Source: an optimization exercise on an open RTL-to-GDS flow (aim: small area). Production flows keep margins and buffers that such runs may drop. Only simulation tests tie the RTL to the original design; equivalence was not proved. No activity file was given, so power comes from the tool's default toggle rates. The clock port is modelled as an ideal driver; clocking choices that lean on that would not hold on a real chip.

## old
Design barcode39, start of the top module:
module barcode39(
input clk,
input rst_n,
input scan_en,
input scan_bit,
input mem_rd,
input [8:0] rd_addr,
output [7:0] rd_data,
output eop
);
wire wDREQ, wMEMW, wWrapped, wWSTB;
wire [3:0] wWIDTH, wNextLow;
wire [8:0] dma_address;
wire [3:0] mem_data;
INTEL_8254 Timer(
.clk(clk),
.rst(rst_n),
.CS(scan_en),
.WIDTH(wWIDTH),
.WSTB(wWSTB),
.OUT0(wDREQ),
.GATE0(scan_bit));
INTEL_8237 DMA_Unit(
.clk(clk),
.rst(rst_n),
.Address(dma_address),
.NextLow(wNextLow),
.EOP(eop),
.Wrapped(wWrapped),
.MEMW(wMEMW),
.DREQ(wDREQ),
.CS(!mem_rd));
RAM Buffer(
.clk(clk),
.rst(rst_n),
.MEMW(wMEMW),
.waddr(dma_address),
.stage(wWSTB),
.slot(wNextLow),
.wdata(wWIDTH),
.raddr(rd_addr),
.rdata(mem_data));
wire below;
lt9 cmp (.a(rd_addr), .b(dma_address), .y(below));
wire written = mem_rd && (wWrapped || below);
assign rd_data = {4'b0000, written ? mem_data : 4'b0000};
endmodule
For scale: roughly 2200 flip-flops, ~23 I/O pins, roughly 0.057 sq mm of cells after synthesis.
export LEC_CHECK = 0
export CAP_MARGIN = 30
export CORE_MARGIN = 2
export CORE_UTILIZATION = 75
export CTS_BUF_LIST = sky130_fd_sc_hd__clkbuf_16
export CTS_CLUSTER_DIAMETER = 130
export CTS_CLUSTER_SIZE = 31
export PLACE_DENSITY = 0.85
export SLEW_MARGIN = 30
export SYNTH_HIERARCHICAL = 1
create_clock -name core_clock -period 20.0 [get_ports {clk}]
run.sh (not shown) runs the stock make flow with config.mk's settings and CLKGATE_MAP_FILE= SYNTH_SCRIPT=/design/flow/synth_recipe.tcl, a recipe that flattens the netlist after the stock synthesis.
old finished all stages; the layout is clean.
The inputs of new differ from those of old as listed below.
==> flow/flow/run.sh (new file) <==
#!/bin/bash
# Own layout flow: the standard flow (standard.sh: the standard synthesis
# and ORFS steps, unchanged), with two settings passed to the ORFS scripts:
#  - the port buffers are the smallest buffer, sky130_fd_sc_hd__buf_1;
#  - clock tree synthesis inserts no dummy loads and clusters up to 33
#    flip-flops within 70 um per clkbuf_16 leaf buffer.
# The whole output of the make run is kept in standard.log in this folder;
# ORFS keeps each step's own log under orfs/logs/.
set -euo pipefail
export BUFFER_PORTS_ARGS="-buffer_cell sky130_fd_sc_hd__buf_1"
export CTS_ARGS="-sink_clustering_enable -repair_clock_nets -sink_clustering_size 33 -sink_clustering_max_diameter 70 -buf_list sky130_fd_sc_hd__clkbuf_16 -dont_use_dummy_load"
bash standard.sh > standard.log 2>&1
==> flow/standard.sh (new file) <==
#!/bin/bash
# synth_recipe.tcl (not shown) runs the flow's synth.tcl, then flattens the netlist and writes it again
# the make line also repeats each setting of config.mk as NAME=value (left out here)
make -C /OpenROAD-flow-scripts/flow DESIGN_CONFIG=/design/flow/config.mk WORK_HOME=/design/flow/orfs CLKGATE_MAP_FILE= SYNTH_SCRIPT=/design/flow/synth_recipe.tcl "${@:-finish}"
removed: flow/run.sh
## What came out
old → new: worst-case clock skew saw an increase; cell count saw little to no change.
Diff old -> new: number of logic stages on the critical path including buffering essentially unchanged; total CTS buffers decreased 3.
Summary of new over old: cell area power density shows a reduction of 0.76 mW/mm^2, minimum setup slack in the final design now sits higher, non-clock buffer count shrank by 5, sequential logic power closely matched the old numbers, part of the power in the clock network has decreased.
For flip-flop and latch count, old and new come out practically identical.

---

Setup of v6:
barcode39, a different RTL version from the one above (not shown whole).
Size in the first run: about 3900 cells after synthesis, roughly 2200 flip-flops, ~57000 um^2 of cells after synthesis.
==> flow/config.mk <==
export PLATFORM = sky130hd
export DESIGN_NAME = barcode39
export DESIGN_NICKNAME = barcode39
export VERILOG_FILES = /design/flow/design.v
export SDC_FILE = /design/flow/constraint.sdc
export NUM_CORES = 8
export LEC_CHECK = 0
export CAP_MARGIN = 30
export CORE_MARGIN = 2
export CORE_UTILIZATION = 75
export CTS_BUF_LIST = sky130_fd_sc_hd__clkbuf_16
export CTS_CLUSTER_DIAMETER = 130
export CTS_CLUSTER_SIZE = 31
export PLACE_DENSITY = 0.85
export SLEW_MARGIN = 30
export SYNTH_HIERARCHICAL = 1
==> flow/constraint.sdc <==
create_clock -name core_clock -period 20.0 [get_ports {clk}]
set_input_delay 4.0000 -clock core_clock [delete_from_list [all_inputs] [get_ports {clk}]]
set_output_delay 4.0000 -clock core_clock [all_outputs]
set_load 0.01 [all_outputs]
standard.sh (not shown) runs the stock make flow with config.mk's settings and CLKGATE_MAP_FILE= SYNTH_SCRIPT=/design/flow/synth_recipe.tcl, a recipe that flattens the netlist after the stock synthesis.
==> flow/flow/run.sh <==
#!/bin/bash
# Own layout flow: the standard flow (standard.sh: the standard synthesis
# and ORFS steps, unchanged), with two settings passed to the ORFS scripts:
#  - the port buffers are the smallest buffer, sky130_fd_sc_hd__buf_1;
#  - clock tree synthesis inserts no dummy loads, clusters up to 18
#    flip-flops within 60 um per clkbuf_8 leaf buffer, and builds the tree
#    above the leaves from clkbuf_4.
# The whole output of the make run is kept in standard.log in this folder;
# ORFS keeps each step's own log under orfs/logs/.
set -euo pipefail
export BUFFER_PORTS_ARGS="-buffer_cell sky130_fd_sc_hd__buf_1"
export CTS_ARGS="-sink_clustering_enable -repair_clock_nets -sink_clustering_size 19 -sink_clustering_max_diameter 55 -buf_list sky130_fd_sc_hd__clkbuf_2 -sink_clustering_buffer sky130_fd_sc_hd__clkbuf_8 -dont_use_dummy_load"
bash standard.sh > standard.log 2>&1
## Diff of input files: v7 against v6
-- flow/flow/run.sh --
<<< v6, line 10
set -euo pipefail
export BUFFER_PORTS_ARGS="-buffer_cell sky130_fd_sc_hd__buf_1"
export CTS_ARGS="-sink_clustering_enable -repair_clock_nets -sink_clustering_size 19 -sink_clustering_max_diameter 55 -buf_list sky130_fd_sc_hd__clkbuf_2 -sink_clustering_buffer sky130_fd_sc_hd__clkbuf_8 -dont_use_dummy_load"
bash standard.sh > standard.log 2>&1
>>> v7, line 10
set -euo pipefail
export BUFFER_PORTS_ARGS="-buffer_cell sky130_fd_sc_hd__buf_1"
export CTS_ARGS="-sink_clustering_enable -repair_clock_nets -sink_clustering_size 18 -sink_clustering_max_diameter 60 -buf_list sky130_fd_sc_hd__clkbuf_4 -sink_clustering_buffer sky130_fd_sc_hd__clkbuf_8 -dont_use_dummy_load"
bash standard.sh > standard.log 2>&1
==> comparison <==
Both conditions hold for v7: the flow ran to the end and the final layout passed the timing, design-rule and antenna checks. Diff v6 -> v7: clock power picked up an extra about 2%, register-to-register path setup slack went down. From v6 to v7 the numbers moved as follows: global router's overall resource usage level; aggregate routed wire length saw an increase. v6 leaves more setup margin than v7. Diff v6..v7 | portion of the clock cycle consumed by the worst path in the final layout | negligible. Final instance area across v7 and v6: no real change.

---

## south
Another version of the RTL of barcode39 (not shown whole).
Size: roughly 3900 cells after synthesis, ~2200 flip-flops, roughly 23 I/O pins, about 57000 um^2 of cells after synthesis.
export LEC_CHECK = 0
export CAP_MARGIN = 30
export CORE_MARGIN = 2
export CORE_UTILIZATION = 75
export CTS_BUF_LIST = sky130_fd_sc_hd__clkbuf_16
export CTS_CLUSTER_DIAMETER = 130
export CTS_CLUSTER_SIZE = 31
export PLACE_DENSITY = 0.85
export SLEW_MARGIN = 30
export SYNTH_HIERARCHICAL = 1
create_clock -name core_clock -period 20.0 [get_ports {clk}]
==> flow/flow/run.sh <==
#!/bin/bash
# Own layout flow: the standard flow (standard.sh: the standard synthesis
# and ORFS steps, unchanged), with two settings passed to the ORFS scripts:
#  - the port buffers are the smallest buffer, sky130_fd_sc_hd__buf_1;
#  - clock tree synthesis inserts no dummy loads and clusters up to 33
#    flip-flops within 70 um per clkbuf_16 leaf buffer.
# The whole output of the make run is kept in standard.log in this folder;
# ORFS keeps each step's own log under orfs/logs/.
set -euo pipefail
export BUFFER_PORTS_ARGS="-buffer_cell sky130_fd_sc_hd__buf_1"
export CTS_ARGS="-sink_clustering_enable -repair_clock_nets -sink_clustering_size 18 -sink_clustering_max_diameter 60 -buf_list sky130_fd_sc_hd__clkbuf_4 -sink_clustering_buffer sky130_fd_sc_hd__clkbuf_8 -dont_use_dummy_load"
bash standard.sh > standard.log 2>&1
Input-level comparison between east and south:
==> flow/flow/run.sh <==
#!/bin/bash
# Own layout flow: the standard flow (standard.sh: the standard synthesis
# and ORFS steps, unchanged), with two settings passed to the ORFS scripts:
#  - the port buffers are the smallest buffer, sky130_fd_sc_hd__buf_1;
#  - clock tree synthesis inserts no dummy loads and clusters up to 10
#    flip-flops within 40 um per clkbuf_4 buffer.
# The whole output of the make run is kept in standard.log in this folder;
# ORFS keeps each step's own log under orfs/logs/.
set -euo pipefail
export BUFFER_PORTS_ARGS="-buffer_cell sky130_fd_sc_hd__buf_1"
export CTS_ARGS="-sink_clustering_enable -repair_clock_nets -sink_clustering_size 10 -sink_clustering_max_diameter 40 -buf_list sky130_fd_sc_hd__clkbuf_4 -dont_use_dummy_load"
bash standard.sh > standard.log 2>&1
[summary]
- Every stage of the flow completed for east, and the final layout passed the timing, design-rule and antenna checks.
- In terms of final area, east and south differ only marginally.
- Setup slack: east more than south
- Diff south -> east: overall routed net length has remained practically unchanged, remaining max-slew budget at the tightest pin has increased, cell internal power dissipation has decreased.

---

Another version of the RTL of barcode39 (not shown whole).
Size: about 4000 cells after synthesis, roughly 2200 flip-flops, about 0.058 mm2 of cells after synthesis.
clock: 20.0 ns
lec_check: 0
cap_margin: 10
core_margin: 2
core_utilization: 60
cts_buf_list: sky130_fd_sc_hd__clkbuf_16
cts_cluster_diameter: 120
cts_cluster_size: 30
place_density: 0.7
slew_margin: 10
synth_hierarchical: 1
run.sh (not shown) runs the stock make flow with config.mk's settings and CLKGATE_MAP_FILE= SYNTH_SCRIPT=/design/flow/synth_recipe.tcl, a recipe that flattens the netlist after the stock synthesis.
Stock flow here: none of the scripts above is used.
The first run completed and failed the layout checks on capacitance limit, slew limit.
Edit:
--- a/flow/config.mk
+++ b/flow/config.mk
@@ -7,3 +7,3 @@
 export LEC_CHECK = 0
-export CAP_MARGIN = 10
+export CAP_MARGIN = 30
 export CORE_MARGIN = 2
@@ -14,3 +14,3 @@
 export PLACE_DENSITY = 0.7
-export SLEW_MARGIN = 10
+export SLEW_MARGIN = 30
 export SYNTH_HIERARCHICAL = 1
What happened: With this change the flow finished clean. Setup slack improves by 0.65 ns. Critical path depth is unchanged. Design area stays flat. Die area is unchanged. Utilization is about the same. Synthesized area does not change. Sequential power is about the same. Global-route usage is about the same. Via count is higher by 0.60%. Wire length hardly moves. Count of clock-buffer cells in the layout is higher by 1.
Edit:
--- a/flow/config.mk
+++ b/flow/config.mk
@@ -11,4 +11,4 @@
 export CTS_BUF_LIST = sky130_fd_sc_hd__clkbuf_16
-export CTS_CLUSTER_DIAMETER = 120
-export CTS_CLUSTER_SIZE = 30
+export CTS_CLUSTER_DIAMETER = 100
+export CTS_CLUSTER_SIZE = 28
 export PLACE_DENSITY = 0.7
=>
- The changed run went through all stages and came out clean
- routed wire length is about the same
- sequential share of layout area drops by 0.29 points
- final area climbs by 0.42%
- register-to-register slack is about the same
- first-iteration DRC count climbs by 5.5%
- global-route usage is about the same
- flip-flop and latch count is unchanged
- final cell count is about the same
- via count climbs by 0.40%
- sequential power barely changes
- total power climbs by 1.4%

[separate check: timing with driven ports]
The flow's constraints put no driver on any port. The routed layouts listed below were extracted and timed again, unchanged, in two steps. Step 1: set_driving_cell puts a clkbuf_16 on clk and a buf_2 on each other input, an assumption about the parent block. Step 2, shift: input delay + t, output delay - t, t = (earliest + latest rising clock arrival at the registers) / 2. This alone moves slack from input paths to output paths. Three values: ideal, step 1, step 2; two values: the first two.
run	shift t [ns]	slack for setup (ns)	slew at the worst register clock pin (ns)
old	0.737	3.267 / 3.235 / 3.235	0.12 / 0.12
new	0.718	4.083 / 4.050 / 4.050	0.12 / 0.12
v6	1.489	5.126 / 5.105 / 5.105	0.12 / 0.12
v7	1.113	5.120 / 5.099 / 5.099	0.11 / 0.11
south	1.139	4.352 / 4.326 / 4.326	0.11 / 0.11
east	1.196	4.441 / 4.415 / 4.415	0.12 / 0.12
the first run of note 4	0.757	4.324 / 4.300 / 4.300	0.12 / 0.12
the second run of note 4	0.761	4.970 / 4.947 / 4.947	0.12 / 0.12
the third run of note 4	0.769	4.938 / 4.915 / 4.915	0.11 / 0.11
For new, which loses most, drivers alone change the setup slack by -0.033 ns; drivers and shift together by -0.033 ns.
